From an optimization exercise on the open Yosys and OpenROAD flow, aimed at small area, a short achievable clock period and few clock cycles per item; shortcuts taken in it are not production practice. Power and IR drop assume default switching activity.

## the reference run
## multiplyer
module multiplyer(
    clk,
    rst_n,
    A,
    B,
    result,
    start_sig,
    done_sig
);
For scale: roughly 12000 sq um of cells after synthesis.
==> flow/config.mk <==
export PLATFORM = sky130hd
export DESIGN_NAME = multiplyer
export DESIGN_NICKNAME = multiplyer
export VERILOG_FILES = /design/flow/design.v
export SDC_FILE = /design/flow/constraint.sdc
export NUM_CORES = 4
export LEC_CHECK = 0
export CAP_MARGIN = 20
export CORE_MARGIN = 2
export CORE_UTILIZATION = 40
export CTS_BUF_LIST = sky130_fd_sc_hd__clkbuf_4 sky130_fd_sc_hd__clkbuf_8
export CTS_CLUSTER_SIZE = 30
export SETUP_SLACK_MARGIN = 2.8
export SLEW_MARGIN = 20
==> flow/constraint.sdc <==
create_clock -name core_clock -period 8.0 [get_ports {clk}]
set_input_delay 1.6000 -clock core_clock [delete_from_list [all_inputs] [get_ports {clk}]]
set_output_delay 1.6000 -clock core_clock [all_outputs]
set_load 0.01 [all_outputs]
standard.sh (not shown) runs the stock make flow with config.mk's settings and CLKGATE_MAP_FILE= SYNTH_SCRIPT=/design/flow/synth_recipe.tcl, a recipe that flattens the netlist after the stock synthesis.
==> flow/flow/run.sh <==
#!/bin/bash
set -uo pipefail
export BUFFER_PORTS_ARGS="-buffer_cell sky130_fd_sc_hd__buf_2"
bash standard.sh synth > synth.log 2>&1 || exit 1
R=$(sed -n 's/.*WORK_HOME=\([^ ]*\).*/\1/p' standard.sh | head -1)/results/$FLOW_PLATFORM/multiplyer/base
LIB=$FLOW_HOME/platforms/$FLOW_PLATFORM/lib/sky130_fd_sc_hd__tt_025C_1v80.lib
cp $R/1_2_yosys.v yosys_orig.v
python3 flow/polopt2.py $LIB yosys_orig.v yosys_pol.v > polopt.log 2>&1
python3 flow/cutff.py yosys_orig.v orig_comb.v
python3 flow/cutff.py yosys_pol.v pol_comb.v
cat > equiv.ys <<EOS
read_liberty -ignore_miss_func $LIB
read_verilog orig_comb.v
rename $FLOW_TOP gold
read_verilog pol_comb.v
rename $FLOW_TOP gate
flatten
miter -equiv -flatten gold gate miter
hierarchy -top miter
techmap
opt -fast
aigmap
write_aiger -zinit miter.aig
EOS
ABC=$(dirname $(command -v yosys))/yosys-abc
if [ -s yosys_pol.v ] && yosys -s equiv.ys > equiv.log 2>&1 && \
   $ABC -c "read miter.aig; print_stats; iprove" > cec.log 2>&1 && \
   grep -q "^UNSATISFIABLE" cec.log; then
  cp yosys_pol.v $R/1_2_yosys.v
  rm -f $R/1_synth.odb
  echo "polarity rewrite used" >> polopt.log
else
  echo "equivalence not proven; keeping synthesized netlist" >> polopt.log
fi
bash standard.sh > standard.log 2>&1
Other scripts of this flow, unchanged in this note and not shown: flow/flow/cutff.py, flow/flow/polopt2.py
What the trial run does differently from the reference run at the input level:
--- a/flow/design.v
+++ b/flow/design.v
@@ -13,41 +13,45 @@
     input   [31:0]B;
     input   start_sig;
     output  [31:0]result;
     output  [3:0]done_sig;
     wire    [23:0]ma = {1'b1, A[22:0]};
     wire    [23:0]mb = {1'b1, B[22:0]};
     reg     [1:0]cnt;       
     reg     [24:0]rX;          
     reg     [24:0]rY;
     reg     rC;
+    reg     [2:0]rDX;        
+    reg     [2:0]rDY;
     reg     [8:0]rS;           
     reg     rSign;
     wire    first = (cnt == 2'd0);
     wire    done = (cnt == 2'd2);
     always @(posedge clk or negedge rst_n)
         if (!rst_n)
             cnt <= 2'd0;
         else if (start_sig && !done)
             cnt <= cnt + 1'b1;
         else
             cnt <= 2'd0;
     reg     [11:0]dig;
     always @(*)
         case (cnt)
             2'd0: dig = mb[11:0];
             2'd1: dig = mb[23:12];
             default: dig = 12'd0;
         endcase
     wire    [24:0]ax = first ? 25'd0 : rX;
     wire    [24:0]ay = first ? 25'd0 : rY;
-    wire    ac = first ? 1'b0 : rC;
+    wire    [3:0]dl = {1'b0, rDX} + {1'b0, rDY} + rC;
+    wire    cin = dl[3];
+    wire    ac = first ? 1'b0 : cin;
     wire pp0_0;
     wire pp0_1;
     wire pp0_2;
     wire pp0_3;
     wire pp0_4;
     wire pp0_5;
     wire pp0_6;
     wire pp0_7;
     wire pp0_8;
     wire pp0_9;
@@ -1744,29 +1748,31 @@
     assign s571 = c434 ^ s501 ^ c500;
     assign c572 = (c434 & s501) | (c434 & c500) | (s501 & c500);
     assign s573 = c438 ^ s503 ^ c502;
     assign c574 = (c438 & s503) | (c438 & c502) | (s503 & c502);
     assign s575 = c440 ^ s505 ^ c504;
     assign c576 = (c440 & s505) | (c440 & c504) | (s505 & c504);
     assign s577 = dig[11] ^ c506;
     assign c578 = dig[11] & c506;
     wire    [36:0]zx = {c578, s577, s575, s573, c570, s569, c566, c564, s563, s561, c558, c556, c554, c552, c550, c548, c546, c544, c542, c540, c538, c536, c534, c532, c530, c528, c526, c524, c522, c520, c518, c516, c514, c512, c510, c508, ay[0]};
     wire    [36:0]zy = {1'b0, c576, c574, c572, s571, c568, s567, s565, c562, c560, s559, s557, s555, s553, s551, s549, s547, s545, s543, s541, s539, s537, s535, s533, s531, s529, s527, s525, s523, s521, s519, s517, s515, s513, s511, s509, s507};
-    wire    [12:0]zl = {1'b0, zx[11:0]} + {1'b0, zy[11:0]};
+    wire    [9:0]zl = {1'b0, zx[8:0]} + {1'b0, zy[8:0]};
     always @(posedge clk) begin
         rX <= zx[36:12];
         rY <= zy[36:12];
-        rC <= zl[12];
+        rC <= zl[9];
+        rDX <= zx[11:9];
+        rDY <= zy[11:9];
         rS <= {1'b0, A[30:23]} + {1'b0, B[30:23]};
         rSign <= A[31] ^ B[31];
     end
-    wire    [25:0]Pc = {rX, rC} + {rY, 1'b1};
+    wire    [25:0]Pc = {rX, cin} + {rY, 1'b1};
     wire    [24:0]P = Pc[25:1];
     wire    p47 = P[24];
     wire    [9:0]E0 = {1'b0, rS} - 10'd127;
     wire    [9:0]E1 = {1'b0, rS} - 10'd126;
     wire    ov0 = (E0[9:8] == 2'b01);
     wire    un0 = (E0[9:8] == 2'b11);
     wire    ov1 = (E1[9:8] == 2'b01);
     wire    un1 = (E1[9:8] == 2'b11);
     wire    ok0 = ~(ov0 | un0);
     wire    ok1 = ~(ov1 | un1);
[summary]
Between the trial run and the reference run, the difference in clock-pin slew on the worst setup and hold paths is negligible. Run comparison: the trial run launch point of the worst path rDX[0]; the reference run launch point of the worst path B[3]. Of the trial run and the reference run, it is the trial run that has the higher sequential cell area share. Run comparison: the trial run critical path's slowest cell sky130_fd_sc_hd__a221o_1; the reference run critical path's slowest cell sky130_fd_sc_hd__fa_1. Against the reference run, the trial run reports a post-place instance area that is higher. Delta (the trial run minus the reference run): required time at the worst-slack endpoint now sits lower; combinational power share now sits lower.
No run of this note included a check of the RTL's function; only the layout flow was run.

static timing again, ports no longer ideal:
Ports are ideal in the flow. The routed layouts listed here were re-timed in OpenROAD.
Step 1: set_driving_cell puts a clkbuf_16 on clk and a buf_2 on each other input, an assumption about the parent block.
Step 2, shift: input delay + t, output delay - t, t = (earliest + latest rising clock arrival at the registers) / 2. This alone moves slack from input paths to output paths.
a / b / c = ideal / step 1 / step 2; a / b = the first two.
run | t, ns | setup slack, ns | clock arrival spread, ns
the reference run | 0.405 | 2.930 / 2.949 / 2.546 | 0.018 / 0.017
the trial run | 0.424 | 2.764 / 2.720 / 2.638 | 0.016 / 0.016
After both steps setup and hold are still met in every run listed. For the reference run, which loses most, drivers alone change the setup slack by +0.019 ns; drivers and shift together by -0.384 ns.
